Context: an optimization exercise on an open-source flow, tuned for small area, a short achievable clock period and few clock cycles per item. The choices shown serve that exercise and are no tape-out recipe. At most, simulation tests tie the RTL to the original design; equivalence was not proved. The RTL of runs 1 to 3 was laid out without a check of its function. No activity file was given, so power comes from the tool's default toggle rates.

[flow/flow/run.sh]
#!/bin/bash
# Standard ORFS layout with two changes: every port buffer starts as a
# sky130_fd_sc_hd__buf_1 (the resizer may still resize it), and the constant
# outputs share the one tie cell synthesis made instead of one tie cell each.
set -euo pipefail
bash standard.sh SKIP_REPAIR_TIE_FANOUT=1 \
  "BUFFER_PORTS_ARGS=-buffer_cell sky130_fd_sc_hd__buf_1" finish > standard_flow.log 2>&1
[flow/standard.sh]
#!/bin/bash
# synth_recipe.tcl (not shown) runs the flow's synth.tcl, then flattens the netlist and writes it again
# the make line also repeats each setting of config.mk as NAME=value (left out here)
make -C /OpenROAD-flow-scripts/flow DESIGN_CONFIG=/design/flow/config.mk WORK_HOME=/design/flow/orfs CLKGATE_MAP_FILE= SYNTH_SCRIPT=/design/flow/synth_recipe.tcl "${@:-finish}"
[flow/config.mk]
export PLATFORM = sky130hd
export DESIGN_NAME = xillybus_wrapper
export DESIGN_NICKNAME = xillybus_wrapper
export VERILOG_FILES = /design/flow/design.v
export SDC_FILE = /design/flow/constraint.sdc
export NUM_CORES = 4
export LEC_CHECK = 0
export ABC_AREA = 1
export CAP_MARGIN = 20
export CORE_AREA = 2.3 2.72 58.42 59.84
export DIE_AREA = 0 0 60.5 62.2
export SETUP_SLACK_MARGIN = 3.3
export SLEW_MARGIN = 20
[flow/constraint.sdc]
create_clock -name core_clock -period 7.0 [get_ports {ap_clk}]
set_input_delay 1.4000 -clock core_clock [delete_from_list [all_inputs] [get_ports {ap_clk}]]
set_output_delay 1.4000 -clock core_clock [all_outputs]
set_load 0.01 [all_outputs]
[flow/design.v]
module xillybus_wrapper (
    input         ap_clk,
    input         ap_rst,
    input  [31:0] in_r_dout,
    input         in_r_empty_n,
    output        in_r_read,
    output [31:0] out_r_din,
    input         out_r_full_n,
    output        out_r_write
);
    localparam K = 7;
    function [1:0] step3(input [1:0] m, input b);
        case ({m, b})
            3'b000: step3 = 2'd0;
            3'b001: step3 = 2'd1;
            3'b010: step3 = 2'd2;
            3'b011: step3 = 2'd0;
            3'b100: step3 = 2'd1;
            3'b101: step3 = 2'd2;
            default: step3 = 2'bxx;
        endcase
    endfunction
    function [9-K:0] divtop(input [9-K:0] x);
        reg [1:0] m;
        reg [7:K] q;
        integer j;
        begin
            m = 2'd0;
            for (j = 9 - K; j >= 0; j = j - 1) begin
                if (j + K <= 7) q[j + K] = m[1] | (m[0] & x[j]);
                m = step3(m, x[j]);
            end
            divtop = {q, m};
        end
    endfunction
    wire [7:0] R = in_r_dout[23:16];
    wire [7:0] G = in_r_dout[15:8];
    wire [7:0] B = in_r_dout[7:0];
    wire [7:0] a = R ^ G ^ B;
    wire [7:0] c = (R & G) | (R & B) | (G & B);
    wire [K:0]   lo = {1'b0, a[K-1:0]} + {1'b0, c[K-2:0], 1'b0};
    wire [9-K:0] hi0 = {2'b00, a[7:K]} + {1'b0, c[7:K-1]};
    wire [9-K:0] hi1 = {2'b00, a[7:K]} + {1'b0, c[7:K-1]} + 1'b1;
    wire [9-K:0] d0 = divtop(hi0);
    wire [9-K:0] d1 = divtop(hi1);
    wire [9-K:0] dt = lo[K] ? d1 : d0;
    reg          vld;
    reg  [7:K]   qh;      
    reg  [1:0]   mh;      
    reg  [K-1:0] sl;      
    wire ready = ~vld | out_r_full_n;
    assign in_r_read   = in_r_empty_n & ready;
    assign out_r_write = vld & out_r_full_n;
    always @(posedge ap_clk) begin
        if (ap_rst) vld <= 1'b0;
        else if (ready) vld <= in_r_empty_n;
        if (ready) begin
            qh <= dt[9-K:2];
            mh <= dt[1:0];
            sl <= lo[K-1:0];
        end
    end
    reg [1:0] m [0:K];
    reg [K-1:0] ql;
    integer i;
    always @* begin
        m[K] = mh;
        for (i = K - 1; i >= 0; i = i - 1) m[i] = step3(m[i+1], sl[i]);
        for (i = 0; i < K; i = i + 1) ql[i] = m[i+1][1] | (m[i+1][0] & sl[i]);
    end
    assign out_r_din = {24'd0, qh, ql};
endmodule
==> notes.md, run 1 <==
* Status: timing/DRC/antenna clean
* P_leak at 0.6780 nW
* Worst path arrival time at 3.45 ns
* CTS tree: built
* Residual DRC at 0
* Routed via count at 1010
* Port bufs at 37
* Final RePlAce weighted congestion at 0.7486
* Global-route wire length before repair at 3.546 mm
* Bufs on Longest Clock Path at 2
* Grt ovf at 0
* Core area at 0.003206 mm2
* Area taken by multi-input logic gates at 783.3 um2
* Vias in the first global route at 953
* Yosys top cell area share at 0.2151
* Share of cells above drive strength 1 at 0.1044
* Die Ht at 62.20 um
* All-Layer GR Usage at 0.1197
* Syn Std Cell Area at 0.001396 mm2
* TNS Setup at 0 ns
* Area Growth Syn to Fin at 2.509%
* Sequential element share of the synthesized area at 0.2294
* Largest net degree at the start of global routing at 25
* Power density over the cells at 353.9 mW/mm2
* Register area at 320.3 um2
* CP Class: primary input to register
* Root buffer cell: clkbuf_4
* FMAX at 290.2 MHz
* Async set-reset flop share out of synthesis at 0
* Post-CTS Setup Inserts at 0
* # diodes at 0
* DRT Wirelength at 2.049 mm
* Top_reg_cell synth: edfxtp_1
* RSZ-0062 raised after global routing: no
* Post-synthesis cell count at 166
* Maximum Capacitance Violations at 0
* Top fanout value on the critical path at 6
* Htree depth at 1
* Hold Vio Cnt, Final at 0
* Fillers at 343
* Hpwl dp at 1.850 mm
* Reg2reg path depth at 1
* # setup viols final at 0
* Netlist cell types at 29
* Top-level I/O count at 70
* Post-synth EDFFs at 10
* Max Slew Vio Count at 0
* Synth Net Count at 221
* CP Launch Type: primary input
* Min Tclk post-route at 3.446 ns
* Top post-synthesis cells by area: edfxtp_1, fa_1, buf_4, inv_1, ha_1
* DR iter-0 viols at 64
* # resized after CTS at 0
* Crit-path slowest cell: fa_1
* Clk slew on worst S/H paths at 0.06 ns
* Hold-critical path endpoint: vld
* PnR worst setup slack at 3.554 ns
* Initial antenna violation count at 0
* VDD IR-drop max at 0.0001010 V
* Num CTS Buffers at 3
* Die area at 0.003763 mm2
* Hold_sp: vld
* Final net count at 238
* Vias per inst at 4.430
* Worst Path Buf+Inv at 3
* Die X at 60.50 um
* Worst slack at placement at 3.257 ns
* Skew-Pair Late Insertion Delay at 0.25 ns
* Synth warn at 2
* Core Rows at 21
* Worst Skew at 0.0006669 ns
* Post-route insts no fill at 228
* Placed Cells at 224
* Clock tree sinks at 11
* Starting Density at 0.4356
* Mapped Avg Cell Area at 8.412 um2
* Req. time, crit path at 7.01 ns
* #FFs+latches synth at 11
* WL/cell at 8.987 um
* Dominant cell type by area after synthesis: edfxtp_1
* Crit-path max cell delay at 0.56 ns
* Final worst-path cycle share at 0.4922
* Initial DRT Pass Iterations at 4
* # hold bufs at CTS at 0
* Final non-filler cell area at 0.001431 mm2
* Setup crit end kind: register
* FF-to-FF Start: vld
* HP Class: register to register
* R2r endpoint: qh
* Hold path depth at 2
* CP Cell Sequence: buf_1 > fa_1 > ha_1 > fa_1 > inv_1 > nor2_1 > nor2_1 > inv_1 > o22ai_1 > nand2_1 > o31ai_1
* Placed cell areas at 0.001405 mm2
* Antenna viol nets, final at 0
* FF-to-FF setup slack at 6.02 ns
* Crit-path leading delay family: adder cells
[cell usage in the layout (no fill, tap or decap)]
master and n:
or2_2 1, conb_1 1, and2_2 1, xor2_1 3, nand2_1 22, a211oi_1 2
nand3_2 4, fa_1 11, dfxtp_1 1, nor2_2 1, xnor2_1 1, inv_2 1
a31oi_1 1, or2_1 1, nand3_4 1, edfxtp_1 10, ha_1 8, o31ai_1 1
nand4_1 4, a21o_1 1, clkbuf_4 3, o21ai_0 6, clkbuf_1 1, a21oi_1 5
nand2_4 1, o22ai_1 1, inv_1 27, buf_1 37, nor2_1 7, nand2_2 6
nand3_1 12
[Yosys cell counts, types with 2 or more instances]
library cell and n:
a211oi_1 2, a21oi_1 5, buf_4 25, edfxtp_1 10
fa_1 11, ha_1 8, inv_1 27, nand2_1 22
nand2_2 6, nand3_1 12, nand3_2 4, nand4_1 4
nor2_1 7, o21ai_0 6, xor2_1 3
[metrics by stage]
step           hold slack (ns)  utilization  power, mW
2_1_floorplan           0.7085            -     0.4041
3_3_place_gp            0.7762       0.4383     0.4603
3_5_place_dp            0.8003       0.4383     0.4716
4_1_cts                 0.8100       0.4465     0.5130
5_1_grt                 0.8530       0.4465     0.5622
6_report                0.7991       0.4465     0.5065
[tightest hold or removal path, cell delays in order (launching register included)]
cell and delay, ns:
dfxtp_1 0.32, nand2_1 0.32, a21oi_1 0.11
[cell families after synthesis]
logic type | Yosys count | share of synthesized area
AND/OR/NAND/NOR | 61 | 0.2339
flip-flops | 11 | 0.2294
AO/OA/AOI/OAI | 17 | 0.06990
XOR/XNOR | 4 | 0.02509
adder cells (fa/ha/maj) | 19 | 0.2294
buffers and inverters | 53 | 0.2097
other | 1 | 0.002686
[layer usage]
| metal | part of all wire | track usage | vias to the layer above |
|---|---|---|---|
| met5 | 0 | 0 | - |
| met2 | 0.50 | 0.2120 | 26 |
| met1 | 0.43 | 0.1372 | 436 |
| met3 | 0.055 | 0.008333 | 2 |
| li1 | - | - | 546 |
| met4 | 0.013 | 0.06522 | 0 |
[flip-flops by register name (all words and copies together), names as in the netlist]
name and flops:
sl 7, mh 2, qh 1, vld 1
[how the worst max path moves through the flow]
stage,from,end,depth (start not counted)
3_3_place_gp,in_r_dout[7],mh[0],11
2_1_floorplan,in_r_dout[7],mh[0],10
6_report,in_r_dout[7],mh[0],11
5_1_grt,in_r_dout[1],mh[0],11
3_5_place_dp,in_r_dout[7],mh[0],11
4_1_cts,in_r_dout[7],mh[0],11
[where the power goes]
| group | internal, mW | switching, mW | total [mW] |
|---|---|---|---|
| Combinational | 0.131 | 0.216 | 0.347 |
| Sequential | 0.101 | 0.0185 | 0.120 |
| Clock | 0.0220 | 0.0178 | 0.0397 |
| Total | 0.254 | 0.252 | 0.507 |
[cell type report]
type                    instances  area share
flip-flops and latches         11      0.2238
inverters                      28     0.07343
repair buffers                 37     0.09703
clock buffers                   4     0.01836
well taps                      46     0.04021
multi-input cells             102      0.5472
==> run 2: changes to the inputs <==
--- a/flow/config.mk
+++ b/flow/config.mk
@@ -10,4 +10,4 @@
 export CORE_AREA = 2.3 2.72 58.42 59.84
 export DIE_AREA = 0 0 60.5 62.2
-export SETUP_SLACK_MARGIN = 3.3
+export SETUP_SLACK_MARGIN = 3.5
 export SLEW_MARGIN = 20
==> notes.md, run 2 <==
* Clk slew on worst S/H paths at 0.06 ns (about the same)
* Async set-reset flop share out of synthesis at 0 (unchanged)
* Starting Density at 0.4356 (unchanged)
* TNS Setup at 0 ns (unchanged)
* Met1 Usage GRT at 0.1518 (+0.01465)
* Final net count at 239 (+0.42%)
* Largest register by flop count: sl
* Top_reg_cell synth: edfxtp_1
* Met3 layer usage reported by global route at 0.008333 (unchanged)
* Status: timing/DRC/antenna clean
* Grt ovf at 0 (unchanged)
* Top-level I/O count at 70 (unchanged)
* Initial antenna violation count at 0 (unchanged)
* #FFs+latches synth at 11 (unchanged)
* Req. time, crit path at 5.60 ns (-1.41 ns)
* Min Tclk post-route at 3.374 ns (-0.07189 ns)
* Bufs on Longest Clock Path at 2 (unchanged)
* Commonest non-fill, non-tap cells in the layout: buf_1, inv_1, nand2_1, fa_1, edfxtp_1
* RSZ-0062 raised after global routing: yes
* Commonest cells post-synth: inv_1, buf_4, nand2_1
* Top post-synthesis cells by area: edfxtp_1, fa_1, buf_4, inv_1, ha_1
* Skew-Pair Late Insertion Delay at 0.26 ns (about the same)
* CP Cell Sequence: inv_2 > nand2_2 > nand4_1 > nand2_2 > nand2_4 > nand4_1 > nand3_2 > nand2_2 > nand2_1 > nor2_2 > or2_1 > clkbuf_2
* Residual DRC at 0 (unchanged)
* Die Ht at 62.20 um (unchanged)
* Core Rows at 21 (unchanged)
* Clock tree sinks at 11 (unchanged)
* Num CTS Buffers at 3 (unchanged)
* Worst path arrival time at 1.97 ns (-1.48 ns)
* Crit-path max cell delay at 0.44 ns (-0.12 ns)
* Yosys top cell area share at 0.2151 (unchanged)
* Netlist cell types at 29 (unchanged)
* Combinational share of power at 0.704 (+0.019)
* Hold Vio Cnt, Final at 0 (unchanged)
* # diodes at 0 (unchanged)
* CTS tree: built
* Post-synth EDFFs at 10 (unchanged)
* Vias per inst at 4.424 (-0.14%)
* Synth warn at 2 (unchanged)
* Area Growth Syn to Fin at 5.735%
* DR iter-0 viols at 44 (-31%)
* FMAX at 296.4 MHz (+2.1%)
* P_leak at 0.6944 nW (+2.4%)
* Fillers at 338 (-1.5%)
* P_sw at 0.2696 mW (+6.9%)
* Core area at 0.003206 mm2 (unchanged)
* Die X at 60.50 um (unchanged)
* # hold bufs at CTS at 0 (unchanged)
* Sequential share of power at 0.222 (-0.014)
* Power density over the cells at 365.3 mW/mm2 (+3.2%)
* Crit-path slowest cell: edfxtp_1
* Dominant cell type by area after synthesis: edfxtp_1
* GR Util met2 at 0.2065 (-0.005435)
* WL/cell at 9.323 um (+3.7%)
* CP Launch Type: register
* Max reg flops at 7 (unchanged)
* Post-synthesis cell count at 166 (unchanged)
* Most frequent CP cell: nand2_2
* Mapped Avg Cell Area at 8.412 um2 (unchanged)
* Vias in the first global route at 982 (+3.0%)
* Largest net degree at the start of global routing at 25 (unchanged)
* CP Class: register to output pin
* Largest regs: sl x7, mh x2
* Most used routing layer in global routing: met2
* Commonest non-fill, non-tap cell in the layout: buf_1
* Initial DRT Pass Iterations at 2 (-2)
* Clk pwr share at 0.074 (-0.004)
* Synth Net Count at 221 (unchanged)
* Post-route insts no fill at 229 (+0.44%)
* Global-route wire length before repair at 3.698 mm (+4.3%)
* Switching share of power at 0.4999 (+0.001770)
* Final RePlAce weighted congestion at 0.7359 (-1.7%)
* Max Slew Vio Count at 0 (unchanged)
* All-Layer GR Usage at 0.1243 (+0.004587)
* Sequential element share of the synthesized area at 0.2294 (unchanged)
* Root buffer cell: clkbuf_4
* Placed Cells at 224 (unchanged)
* Syn Std Cell Area at 0.001396 mm2 (unchanged)
* Hpwl dp at 1.867 mm (+0.91%)
* Port bufs at 37 (unchanged)
* Htree depth at 1 (unchanged)
* Total power at 0.5394 mW (+6.5%)
* # setup viols final at 0 (unchanged)
* Setup crit end kind: output pin
* Routed via count at 1013 (+0.30%)
* Die area at 0.003763 mm2 (unchanged)
* Antenna viol nets, final at 0 (unchanged)
* DRT Wirelength at 2.135 mm (+4.2%)
* Pint at 0.2698 mW (+6.1%)
* Share of cells above drive strength 1 at 0.1694 (+0.06500)
* Maximum Capacitance Violations at 0 (unchanged)
* VDD IR-drop max at 0.00009967 V (-1.3%)
* Worst Skew at 0.003280 ns (+0.002613 ns)
* Hold_ws at 0.7936 ns (-0.005563 ns)
* Top fanout value on the critical path at 5 (-1)
* Cell with the most instances after synthesis: inv_1
* HP Class: register to register
* Final worst-path cycle share at 0.4820 (-0.01027)
* FF-to-FF setup slack at 6.02 ns (about the same)
-- run 2: cell counts after synthesis --
Identical to the previous run, type by type.
-- run 2: cell families (layout without fill, tap and decap cells) --
kind of cell    count (synthesis)  after routing  share of synthesized area
fa+ha+maj                      19             19                     0.2294
flops                          11             11                     0.2294
buf+inv                        53             70                     0.2097
compound gates                 17             17                    0.06990
xor+xnor                        4              4                    0.02509
simple gates                   61             61                     0.2339
other cells                     1              1                   0.002686
-- run 2: what timing repair did --
item / CTS / global route
buffers inserted: 0 / 1
resized for setup: 0 / 12
setup endpoints to repair: 0 / 4
-- run 2: cell type report --
class                   count  area [um2]  share of cell area
clock buffers               4       26.28             0.01780
inverters                  28       105.1             0.07119
multi-input cells         102       818.3              0.5542
flip-flops and latches     11       320.3              0.2169
well taps                  46       57.56             0.03898
repair buffers             38       148.9              0.1008
-- run 2: power groups by stage --
stage                     combinational (mW)  sequential [mW]  clock (mW)
after floorplan                        0.287            0.117           0
after global placement                 0.340            0.120           0
after detailed placement               0.351            0.122           0
after CTS                              0.352            0.120      0.0415
after global routing                   0.429            0.124      0.0428
final                                  0.380            0.120      0.0400
-- run 2: critical path, delay by kind of cell (launching register included) --
family	cells	cell delay, ns
simple gates	10	1.05
flops	1	0.44
buf+inv	2	0.22
-- run 2: final timing paths --
kind,start,depth (start not counted),to
min,vld,2,vld
min reg2reg,vld,2,vld
max reg2reg,vld,1,qh
max,sl[6],12,out_r_din[1]
-- run 2: layer usage --
layer,part of all wire,wire length (um)
met1,0.43,928
met2,0.50,1075
met3,0.043,91
met4,0.019,40
met5,0,0
-- run 2: metrics by stage --
| step | setup WS (ns) | util | instance area, um2 |
|---|---|---|---|
| finish | 3.626 | 0.4606 | 1476 |
| global route | 3.481 | 0.4606 | 1476 |
| CTS | 3.587 | 0.4473 | 1434 |
| detailed placement | 3.308 | 0.4391 | 1408 |
| global placement | 3.355 | 0.4391 | 1408 |
| floorplan | 3.516 | - | 1399 |
==> run 3: changes to the inputs <==
--- a/flow/design.v
+++ b/flow/design.v
@@ -9,5 +9,5 @@
     output        out_r_write
 );
-    localparam K = 7;
+    localparam K = 6;
     function [1:0] step3(input [1:0] m, input b);
         case ({m, b})
==> notes.md, run 3 <==
* Status: timing/DRC/antenna clean
* Die Ht at 62.20 um (unchanged)
* Grt ovf at 0 (unchanged)
* Initial DRT Pass Iterations at 4 (+2)
* Vias in the first global route at 1199 (+22%)
* Dominant cell type by area after synthesis: edfxtp_1
* Cell with the most instances after synthesis: nand2_1
* Largest register by flop count: sl
* Req. time, crit path at 7.02 ns (+1.42 ns)
* Antenna viol nets, final at 0 (unchanged)
* DR iter-0 viols at 39 (-11%)
* Routed via count at 1220 (+20%)
* Min Tclk post-route at 3.642 ns (+0.2678 ns)
* Syn Std Cell Area at 0.001510 mm2 (+8.2%)
* Port bufs at 37 (unchanged)
* Yosys top cell area share at 0.1988 (-0.01621)
* Area Growth Syn to Fin at 8.782%
* Final worst-path cycle share at 0.5202 (+0.03825)
* Max Slew Vio Count at 0 (unchanged)
* Top fanout value on the critical path at 3 (-2)
* All-Layer GR Usage at 0.1469 (+0.02258)
* VDD IR-drop max at 0.0001633 V (+64%)
* Share of cells above drive strength 1 at 0.1584 (-0.01103)
* Post-synth EDFFs at 10 (unchanged)
* Worst path arrival time at 3.66 ns (+1.69 ns)
* Commonest non-fill, non-tap cells in the layout: nand2_1, buf_1, inv_1, nand3_1
* Num CTS Buffers at 3 (unchanged)
* FF-to-FF setup slack at 6.02 ns (about the same)
* Vias per inst at 4.569 (+3.3%)
* Mapped Avg Cell Area at 7.551 um2 (-10%)
* Largest regs: sl x6, mh x2, qh x2
* Worst Skew at 0.002942 ns (-0.0003383 ns)
* Synth Net Count at 254 (+15%)
* Initial antenna violation count at 0 (unchanged)
* Commonest non-fill, non-tap cell in the layout: nand2_1
* # diodes at 0 (unchanged)
* Hold_ws at 0.7870 ns (-0.006547 ns)
* Bufs on Longest Clock Path at 2 (unchanged)
* Starting Density at 0.4711 (+0.03552)
* Reg2reg path depth at 1 (unchanged)
* Setup crit end kind: register
* Skew-Pair Late Insertion Delay at 0.26 ns (about the same)
* Final RePlAce weighted congestion at 0.7054 (-4.1%)
* Top_reg_cell synth: edfxtp_1
* R2r endpoint: qh[7]
* CTS tree: built
* Htree depth at 1 (unchanged)
* Hold_sp: vld
* Power density over the cells at 345.2 mW/mm2 (-5.5%)
* CP Launch Type: primary input
* Clock tree sinks at 11 (unchanged)
* Netlist cell types at 26 (-10%)
* P_leak at 0.8100 nW (+17%)
* Register area at 320.3 um2 (unchanged)
* Top-level I/O count at 70 (unchanged)
* Final net count at 276 (+15%)
* Die area at 0.003763 mm2 (unchanged)
* Hpwl dp at 1.962 mm (+5.1%)
* Hold-critical path endpoint: vld
* Post-synthesis cell count at 200 (+20%)
* # hold bufs at CTS at 0 (unchanged)
* Max reg flops at 6 (-1)
* TNS Setup at 0 ns (unchanged)
* Global-route wire length before repair at 4.381 mm (+18%)
* Hold Vio Cnt, Final at 0 (unchanged)
* Root buffer cell: clkbuf_4
* Hold path depth at 2 (unchanged)
* Sequential element share of the synthesized area at 0.2121 (-0.01729)
* DRT Wirelength at 2.255 mm (+5.6%)
* WL/cell at 8.446 um (-9.4%)
* Synth warn at 2 (unchanged)
* # setup viols final at 0 (unchanged)
* Area taken by multi-input logic gates at 914.6 um2 (+12%)
* Fillers at 334 (-1.2%)
* Core area at 0.003206 mm2 (unchanged)
* Top post-synthesis cells by area: edfxtp_1, fa_1, nand2_1, buf_4, inv_1
* Residual DRC at 0 (unchanged)
* HP Class: register to register
* FMAX at 274.6 MHz (-7.4%)
* Async set-reset flop share out of synthesis at 0 (unchanged)
* CP Class: primary input to register
* RSZ-0062 raised after global routing: yes
* Clk slew on worst S/H paths at 0.06 ns (about the same)
* Commonest cells post-synth: nand2_1, inv_1, buf_4
* Largest net degree at the start of global routing at 25 (unchanged)
* FF-to-FF Start: vld
* Maximum Capacitance Violations at 0 (unchanged)
* Die X at 60.50 um (unchanged)
* #FFs+latches synth at 11 (unchanged)
* Core Rows at 21 (unchanged)
-- run 3: kinds of logic after synthesis --
group                    share of synthesized area
AO/OA/AOI/OAI                              0.07043
XOR/XNOR                                   0.04475
AND/OR/NAND/NOR                             0.2626
buffers and inverters                       0.2088
flip-flops                                  0.2121
other                                     0.002483
adder cells (fa/ha/maj)                     0.1988
-- run 3: repair_timing --
action	in CTS	in global routing
gates resized for setup	6	6
buffers inserted	2	2
pin swaps	5	7
cloned	0	0
endpoints found under the setup margin	4	4
-- run 3: report_power, final --
part | switching (mW) | total [mW] | internal (mW) | leakage [nW]
clock network | 0.0184 | 0.0404 | 0.0220 | 0.0150
logic | 0.253 | 0.409 | 0.156 | 0.682
registers | 0.0133 | 0.118 | 0.104 | 0.113
-- run 3: layout make-up --
type | instances | share of cell area
clock buffer | 4 | 0.01599
inverter | 36 | 0.08682
multi-input combinational | 129 | 0.5567
sequential | 11 | 0.1950
tap | 46 | 0.03503
timing repair buffer | 41 | 0.1104
-- run 3: critical path, cell delays in order --
cell	delay [ns]
buf_8	0.08
inv_8	0.02
fa_1	0.52
inv_1	0.04
ha_2	0.19
fa_2	0.59
ha_4	0.16
xor2_2	0.15
nand3_2	0.13
nand2_2	0.08
nand2_2	0.06
nor2_2	0.09
nor2_1	0.05
nand2_1	0.05
nand2_1	0.05
-- run 3: worst max path at each step --
stage | from | endpoint | cells past startpoint | slack (ns)
after detailed placement | in_r_dout[6] | mh[1] | 15 | 2.86
after global placement | in_r_dout[6] | mh[0] | 15 | 2.87
after global routing | in_r_dout[6] | mh[1] | 19 | 3.25
after CTS | in_r_dout[6] | mh[1] | 15 | 3.37
after floorplan | in_r_dout[6] | mh[0] | 14 | 3.23
final | in_r_dout[6] | mh[0] | 15 | 3.36
-- run 3: layer usage --
metal | wire length (um) | up-vias | GRT usage
met5 | 0 | - | 0
met2 | 1215 | 32 | 0.2772
met4 | 52 | 0 | 0.06522
met3 | 104 | 5 | 0.01667
li1 | - | 646 | -
met1 | 883 | 537 | 0.1547
-- run 3: per-stage QoR --
stage	instance area, um2	setup WS (ns)	util	std cells	total power [mW]
after CTS	1612	3.369	0.5027	265	0.5633
after global routing	1643	3.250	0.5125	267	0.6499
after detailed placement	1551	2.861	0.4840	259	0.5115
final	1643	3.358	0.5125	267	0.5671
after global placement	1551	2.872	0.4840	259	0.5089
after floorplan	1535	3.227	-	200	0.4357
==> run 4: changes to the inputs <==
--- a/flow/design.v
+++ b/flow/design.v
@@ -21,28 +21,16 @@
         endcase
     endfunction
-    function [9-K:0] divtop(input [9-K:0] x);
-        reg [1:0] m;
-        reg [7:K] q;
-        integer j;
-        begin
-            m = 2'd0;
-            for (j = 9 - K; j >= 0; j = j - 1) begin
-                if (j + K <= 7) q[j + K] = m[1] | (m[0] & x[j]);
-                m = step3(m, x[j]);
-            end
-            divtop = {q, m};
-        end
-    endfunction
     wire [7:0] R = in_r_dout[23:16];
     wire [7:0] G = in_r_dout[15:8];
     wire [7:0] B = in_r_dout[7:0];
-    wire [7:0] a = R ^ G ^ B;
-    wire [7:0] c = (R & G) | (R & B) | (G & B);
-    wire [K:0]   lo = {1'b0, a[K-1:0]} + {1'b0, c[K-2:0], 1'b0};
-    wire [9-K:0] hi0 = {2'b00, a[7:K]} + {1'b0, c[7:K-1]};
-    wire [9-K:0] hi1 = {2'b00, a[7:K]} + {1'b0, c[7:K-1]} + 1'b1;
-    wire [9-K:0] d0 = divtop(hi0);
-    wire [9-K:0] d1 = divtop(hi1);
-    wire [9-K:0] dt = lo[K] ? d1 : d0;
+    wire [9:0] sum = R + G + B;
+    reg [1:0] mt [K:10];
+    reg [7:K] qt;
+    integer i;
+    always @* begin
+        mt[10] = 2'd0;
+        for (i = 9; i >= K; i = i - 1) mt[i] = step3(mt[i+1], sum[i]);
+        for (i = K; i < 8; i = i + 1) qt[i] = mt[i+1][1] | (mt[i+1][0] & sum[i]);
+    end
     reg          vld;
     reg  [7:K]   qh;      
@@ -56,12 +44,11 @@
         else if (ready) vld <= in_r_empty_n;
         if (ready) begin
-            qh <= dt[9-K:2];
-            mh <= dt[1:0];
-            sl <= lo[K-1:0];
+            qh <= qt;
+            mh <= mt[K];
+            sl <= sum[K-1:0];
         end
     end
     reg [1:0] m [0:K];
     reg [K-1:0] ql;
-    integer i;
     always @* begin
         m[K] = mh;
==> flow/flow/run.sh (replaced) <==
#!/bin/bash
# Standard ORFS layout with three changes: every port buffer starts as a
# sky130_fd_sc_hd__buf_1 (the resizer may still resize it), the constant
# outputs share the one tie cell synthesis made instead of one tie cell each,
# and setup repair only resizes and swaps gates (no new buffers).
set -euo pipefail
bash standard.sh SKIP_REPAIR_TIE_FANOUT=1 \
  "BUFFER_PORTS_ARGS=-buffer_cell sky130_fd_sc_hd__buf_1" \
  "SETUP_MOVE_SEQUENCE=unbuffer,sizeup,swap" finish > standard_flow.log 2>&1
--- a/flow/config.mk
+++ b/flow/config.mk
@@ -10,4 +10,4 @@
 export CORE_AREA = 2.3 2.72 58.42 59.84
 export DIE_AREA = 0 0 60.5 62.2
-export SETUP_SLACK_MARGIN = 3.5
+export SETUP_SLACK_MARGIN = 3.6
 export SLEW_MARGIN = 20
==> notes.md, run 4 <==
* Clock tree sinks at 11 (unchanged)
* Cell with the most instances after synthesis: nand2_1
* Post-synthesis cell count at 178 (-11%)
* Setup crit end kind: register
* Core Rows at 21 (unchanged)
* RSZ-0062 raised after global routing: yes
* PnR worst setup slack at 3.674 ns (+0.3159 ns)
* Fin util at 0.4735 (-0.03903)
* WL/cell at 8.187 um (-3.1%)
* #FFs+latches synth at 11 (unchanged)
* Largest regs: sl x6, mh x2, qh x2
* Root buffer cell: clkbuf_4
* Placed Cells at 237 (-8.5%)
* Worst slack at placement at 3.393 ns (+0.5313 ns)
* Max reg flops at 6 (unchanged)
* Final worst-path cycle share at 0.4751 (-0.04513)
* Largest net degree at the start of global routing at 25 (unchanged)
* CP Launch Type: primary input
* Final RePlAce weighted congestion at 0.7907 (+12%)
* Clk slew on worst S/H paths at 0.06 ns (about the same)
* Commonest non-fill, non-tap cell in the layout: nand2_1
* Vias per inst at 4.481 (-1.9%)
* Initial DRT Pass Iterations at 4 (unchanged)
* VDD IR-drop max at 0.0001048 V (-36%)
* Grt ovf at 0 (unchanged)
* # hold bufs at CTS at 0 (unchanged)
* HP Class: register to register
* Worst Skew at 0.004194 ns (+0.001252 ns)
* Num CTS Buffers at 3 (unchanged)
* Starting Density at 0.4278 (-0.04333)
* Worst path arrival time at 3.35 ns (-0.31 ns)
* Largest register by flop count: sl
* Bufs on Longest Clock Path at 2 (unchanged)
* Residual DRC at 0 (unchanged)
* Top-level I/O count at 70 (unchanged)
* Synth warn at 3 (+1)
* Top fanout value on the critical path at 3 (unchanged)
* Status: timing/DRC/antenna clean
* Skew-Pair Late Insertion Delay at 0.26 ns (about the same)
* DR iter-0 viols at 46 (+18%)
* Share of cells above drive strength 1 at 0.1795 (+0.02112)
* TNS Setup at 0 ns (unchanged)
* Die area at 0.003763 mm2 (unchanged)
* Die X at 60.50 um (unchanged)
* Min Tclk post-route at 3.326 ns (-0.3159 ns)
* Yosys top cell area share at 0.2190 (+0.02014)
* Initial antenna violation count at 0 (unchanged)
* CTS tree: built
* Req. time, crit path at 7.02 ns (about the same)
* Synth Net Count at 230 (-9.4%)
* Sequential element share of the synthesized area at 0.2336 (+0.02148)
* Commonest cells post-synth: nand2_1, inv_1, buf_4
* Maximum Capacitance Violations at 0 (unchanged)
* Async set-reset flop share out of synthesis at 0 (unchanged)
* Global-route wire length before repair at 3.477 mm (-21%)
* Commonest non-fill, non-tap cells in the layout: nand2_1, buf_1, inv_1, nand3_1, edfxtp_1
* P_leak at 0.7239 nW (-11%)
* Core area at 0.003206 mm2 (unchanged)
* Area taken by multi-input logic gates at 858.3 um2 (-6.2%)
* DRT Wirelength at 1.973 mm (-13%)
* Hold_ws at 0.7927 ns (+0.005708 ns)
* Routed via count at 1080 (-11%)
* Mapped Avg Cell Area at 7.704 um2 (+2.0%)
* CP Class: primary input to register
* Hold Vio Cnt, Final at 0 (unchanged)
* Max Slew Vio Count at 0 (unchanged)
* All-Layer GR Usage at 0.1170 (-0.02986)
* Post-synth EDFFs at 10 (unchanged)
* Syn Std Cell Area at 0.001371 mm2 (-9.2%)
* Post-CTS Setup Inserts at 0 (-2)
* Port bufs at 37 (unchanged)
* Die Ht at 62.20 um (unchanged)
* Antenna viol nets, final at 0 (unchanged)
* Final non-filler cell area at 0.001518 mm2 (-7.6%)
* Total power at 0.5067 mW (-11%)
* Dominant cell type by area after synthesis: edfxtp_1
* Power density over the cells at 333.9 mW/mm2 (-3.3%)
* Top_reg_cell synth: edfxtp_1
* # setup viols final at 0 (unchanged)
* # diodes at 0 (unchanged)
* FMAX at 300.7 MHz (+9.5%)
* Fillers at 330 (-1.2%)
* Post-route insts no fill at 241 (-9.7%)
* Netlist cell types at 22 (-15%)
* Final net count at 248 (-10%)
* Register area at 320.3 um2 (unchanged)
* Top post-synthesis cells by area: edfxtp_1, fa_1, buf_4, nand2_1, inv_1
* Hpwl dp at 1.667 mm (-15%)
* Vias in the first global route at 946 (-21%)
* Area Growth Syn to Fin at 10.68%
* Htree depth at 1 (unchanged)
* Placed cell areas at 0.001393 mm2 (-10%)
run 4: changes by cell type after synthesis, moves of 2 or more:
cell	before	now
o21ai_1	0	2
nand3_1	14	19
nand2_4	0	2
nand2_1	51	45
o21ai_0	6	3
nor2_1	7	1
a21oi_4	2	0
inv_1	34	27
run 4: layout make-up:
cell class | instances | area share
multi-input combinational | 114 | 0.5655
sequential | 11 | 0.2110
timing repair buffer | 37 | 0.09645
inverter | 29 | 0.07172
tap | 46 | 0.03792
clock buffer | 4 | 0.01731
run 4: critical path: stages:
cell	delay [ns]
buf_6	0.09
fa_1	0.47
ha_2	0.21
fa_2	0.38
nand3_2	0.09
nand2_4	0.07
nand2_2	0.06
o211ai_1	0.14
inv_1	0.13
nand3_2	0.08
nand2_2	0.09
inv_2	0.04
nand3_2	0.04
nand2_1	0.05
run 4: worst paths after layout:
check | start | cells past startpoint | slack, ns | endpoint
worst max-delay path | in_r_dout[17] | 14 | 3.67 | mh[0]
worst min-delay path | vld | 2 | 0.79 | vld
worst max register to register | vld | 1 | 6.01 | sl[0]
worst min register to register | vld | 2 | 0.79 | vld
run 4: power by group:
group | internal (mW) | switching (mW) | total [mW]
Combinational | 0.128 | 0.218 | 0.346
Sequential | 0.103 | 0.0162 | 0.119
Clock | 0.0220 | 0.0189 | 0.0409
run 4: cells by family (layout without fill, tap and decap cells):
group	after synthesis	count (layout)	share of synthesized area
flops	11	11	0.2336
buf+inv	53	70	0.2108
compound gates	12	12	0.04562
fa+ha+maj	16	16	0.1953
simple gates	81	81	0.2865
other cells	1	1	0.002735
xor+xnor	4	4	0.02554
run 4: repair_timing:
action / 4_1_cts / 5_1_grt
setup endpoints to repair: 0 / 3
resized for setup: 0 / 19
endpoints found under the hold margin: 0 / 0
run 4: layer usage:
| metal | share of wire | track usage |
|---|---|---|
| met5 | 0 | 0 |
| met4 | 0.014 | 0.06522 |
| met3 | 0.047 | 0.01458 |
| met2 | 0.52 | 0.1997 |
| met1 | 0.42 | 0.1364 |
Testbench counts of run 4, summed over its fixed seeds: cycles 8,008, items 8,000.
==> run 5: changes to the inputs <==
--- a/flow/config.mk
+++ b/flow/config.mk
@@ -10,4 +10,4 @@
 export CORE_AREA = 2.3 2.72 58.42 59.84
 export DIE_AREA = 0 0 60.5 62.2
-export SETUP_SLACK_MARGIN = 3.6
+export SETUP_SLACK_MARGIN = 3.8
 export SLEW_MARGIN = 20
==> notes.md, run 5 <==
* # diodes at 0 (unchanged)
* CTS tree: built
* CP Class: primary input to register
* Commonest non-fill, non-tap cells in the layout: nand2_1, buf_1, inv_1, nand2_2, nand3_1
* WL/cell at 8.602 um (+5.1%)
* CP Cell Sequence: buf_6 > fa_1 > ha_2 > fa_2 > nand3_2 > nand2_4 > nand2_2 > o211ai_1 > inv_1 > nand3_2 > nand2_2 > inv_2 > nand3_2 > nand2_2
* P_leak at 0.7459 nW (+3.0%)
* Residual DRC at 0 (unchanged)
* # setup viols final at 0 (unchanged)
* DR iter-0 viols at 25 (-46%)
* Post-synthesis cell count at 178 (unchanged)
* FF-to-FF setup slack at 5.99 ns (-0.02 ns)
* Hold-critical path endpoint: vld
* Sequential element share of the synthesized area at 0.2336 (unchanged)
* Post-CTS Setup Inserts at 0 (unchanged)
* FMAX at 304.0 MHz (+1.1%)
* Largest net degree at the start of global routing at 25 (unchanged)
* Hold path depth at 2 (unchanged)
* Hpwl dp at 1.750 mm (+4.9%)
* Port bufs at 37 (unchanged)
* Worst Path Buf+Inv at 3 (unchanged)
* Yosys top cell area share at 0.2190 (unchanged)
* Async set-reset flop share out of synthesis at 0 (unchanged)
* DRT Wirelength at 2.073 mm (+5.1%)
* Commonest cells post-synth: nand2_1, inv_1, buf_4
* Area Growth Syn to Fin at 14.96%
* TNS Setup at 0 ns (unchanged)
* Synth Net Count at 230 (unchanged)
* R2r endpoint: sl[0]
* Vias per inst at 4.494 (+0.28%)
* Starting Density at 0.4278 (unchanged)
* Die Ht at 62.20 um (unchanged)
* Reg2reg path depth at 1 (unchanged)
* Share of cells above drive strength 1 at 0.2667 (+0.08718)
* Top_reg_cell synth: edfxtp_1
* Antenna viol nets, final at 0 (unchanged)
* Power density over the cells at 357.5 mW/mm2 (+7.1%)
* HP Class: register to register
* Max Slew Vio Count at 0 (unchanged)
* CP Launch Type: primary input
* Maximum Capacitance Violations at 0 (unchanged)
* Total power at 0.5636 mW (+11%)
* Critical path startpoint: in_r_dout[1]
* Routed via count at 1083 (+0.28%)
* Synth warn at 3 (unchanged)
* Setup crit end kind: register
* Htree depth at 1 (unchanged)
* Core area at 0.003206 mm2 (unchanged)
* Num CTS Buffers at 3 (unchanged)
* Crit-path leading delay family: adder cells
* Crit-path slowest cell: fa_1
* Clk slew on worst S/H paths at 0.07 ns (about the same)
* Netlist cell types at 22 (unchanged)
* Core Rows at 21 (unchanged)
* Top post-synthesis cells by area: edfxtp_1, fa_1, buf_4, nand2_1, inv_1
* Skew-Pair Late Insertion Delay at 0.26 ns (about the same)
* Max reg flops at 6 (unchanged)
* #FFs+latches synth at 11 (unchanged)
* Clock tree sinks at 11 (unchanged)
* Cell with the most instances after synthesis: nand2_1
* Crit-path max cell delay at 0.47 ns (about the same)
* Largest regs: sl x6, mh x2, qh x2
* Final net count at 248 (unchanged)
* Initial antenna violation count at 0 (unchanged)
* All-Layer GR Usage at 0.1199 (+0.002864)
* Status: timing/DRC/antenna clean
* Initial DRT Pass Iterations at 4 (unchanged)
* RSZ-0062 raised after global routing: yes
* Syn Std Cell Area at 0.001371 mm2 (unchanged)
* Bufs on Longest Clock Path at 2 (unchanged)
* Hold_sp: vld
* Largest register by flop count: sl
* FF-to-FF Start: vld
* Vias in the first global route at 966 (+2.1%)
* Die area at 0.003763 mm2 (unchanged)
* Post-synth EDFFs at 10 (unchanged)
* Min Tclk post-route at 3.289 ns (-0.03658 ns)
* Die X at 60.50 um (unchanged)
* Worst Skew at 0.006301 ns (+0.002106 ns)
* Final worst-path cycle share at 0.4699 (-0.005226)
* Top fanout value on the critical path at 3 (unchanged)
* Final RePlAce weighted congestion at 0.8000 (+1.2%)
* Dominant cell type by area after synthesis: edfxtp_1
* Grt ovf at 0 (unchanged)
* Root buffer cell: clkbuf_4
* Req. time, crit path at 7.02 ns (about the same)
* Worst path arrival time at 3.31 ns (-0.04 ns)
* Commonest non-fill, non-tap cell in the layout: nand2_1
* Top-level I/O count at 70 (unchanged)
* Mapped Avg Cell Area at 7.704 um2 (unchanged)
* Global-route wire length before repair at 3.636 mm (+4.6%)
* VDD IR-drop max at 0.00009707 V (-7.4%)
* Hold Vio Cnt, Final at 0 (unchanged)
==> run 5: cells by family (layout without fill, tap and decap cells) <==
logic type	Yosys count	count (layout)	synth area share
adder cells (fa/ha/maj)	16	16	0.1953
AO/OA/AOI/OAI	12	12	0.04562
XOR/XNOR	4	4	0.02554
flip-flops	11	11	0.2336
AND/OR/NAND/NOR	81	81	0.2865
buffers and inverters	53	70	0.2108
other	1	1	0.002735
==> run 5: cell type report <==
cell class	count	area, um2
Fill cell	329	1629
Multi-Input combinational cell	114	905.9
Sequential cell	11	320.3
Timing Repair Buffer	37	157.7
Inverter	29	108.9
Tap cell	46	57.56
Clock buffer	4	26.28
==> run 5: worst max-delay path by stage <==
stage	slack, ns	cells past startpoint	endpoint
detailed placement	3.39	14	mh[0]
global route	3.56	14	mh[0]
global placement	3.40	14	mh[0]
floorplan	3.62	15	mh[0]
finish	3.71	14	mh[0]
CTS	3.67	16	mh[0]
==> run 5: where the power goes <==
| group | leakage (nW) | internal, mW | switching, mW |
|---|---|---|---|
| logic | 0.616 | 0.150 | 0.248 |
| clock network | 0.0150 | 0.0219 | 0.0182 |
| registers | 0.115 | 0.104 | 0.0218 |
| total | 0.746 | 0.275 | 0.288 |
==> run 5: what timing repair did <==
item	4_1_cts	5_1_grt
endpoints found under the setup margin	4	7
cloned	0	0
hold buffers	0	0
pin swaps	9	17
resized for setup	7	36
==> run 5: routing by layer <==
layer,up-vias,GRT usage,share of wire
met5,-,0,0
met4,0,0.05707,0.013
met3,2,0.01458,0.061
met2,24,0.2038,0.50
met1,480,0.1455,0.43
li1,577,-,-
==> run 5: through the flow <==
step	hold slack, ns	instances	area, um2	setup slack, ns	utilization
2_1_floorplan	0.7085	178	1381	3.617	-
3_3_place_gp	0.7999	237	1398	3.400	0.4360
3_5_place_dp	0.8064	237	1398	3.393	0.4360
4_1_cts	0.8153	241	1445	3.669	0.4508
5_1_grt	0.9008	241	1577	3.559	0.4918
6_report	0.8086	241	1577	3.711	0.4918
==> run 5: worst min-delay path: stages (launching register included) <==
cell and delay, ns:
dfxtp_1 0.33, nand2_1 0.33, a21oi_1 0.11

-- port drivers added, routing unchanged --
The flow's constraints put no driver on any port. The routed layouts listed below were extracted and timed again, unchanged, in two steps.
Step 1 (the two cells are an assumption about what drives the block):
set clk [get_ports {ap_clk}]
set_driving_cell -lib_cell sky130_fd_sc_hd__clkbuf_16 $clk
set_driving_cell -lib_cell sky130_fd_sc_hd__buf_2 [delete_from_list [all_inputs] $clk]
Step 2 adds t to the input delays and takes it off the output delays; t is the mean of the earliest and latest rising clock arrival at the registers after step 1. Input paths then give back, and output paths get back, about the clock's delay inside the block.
Three values: no drivers, after step 1, after step 2; two values: the first two.
run	t (ns)	setup slack, ns	clock arrival spread, ns
run 1	0.273	3.554 / 3.552 / 3.280	0.001 / 0.001
run 2	0.275	3.626 / 3.607 / 3.361	0.004 / 0.003
run 3	0.280	3.358 / 3.326 / 3.046	0.003 / 0.003
run 4	0.279	3.674 / 3.662 / 3.383	0.004 / 0.005
run 5	0.277	3.711 / 3.701 / 3.424	0.007 / 0.006
After both steps every run listed still meets setup and hold. For run 3, which loses most, drivers alone change the setup slack by -0.032 ns; drivers and shift together by -0.312 ns.
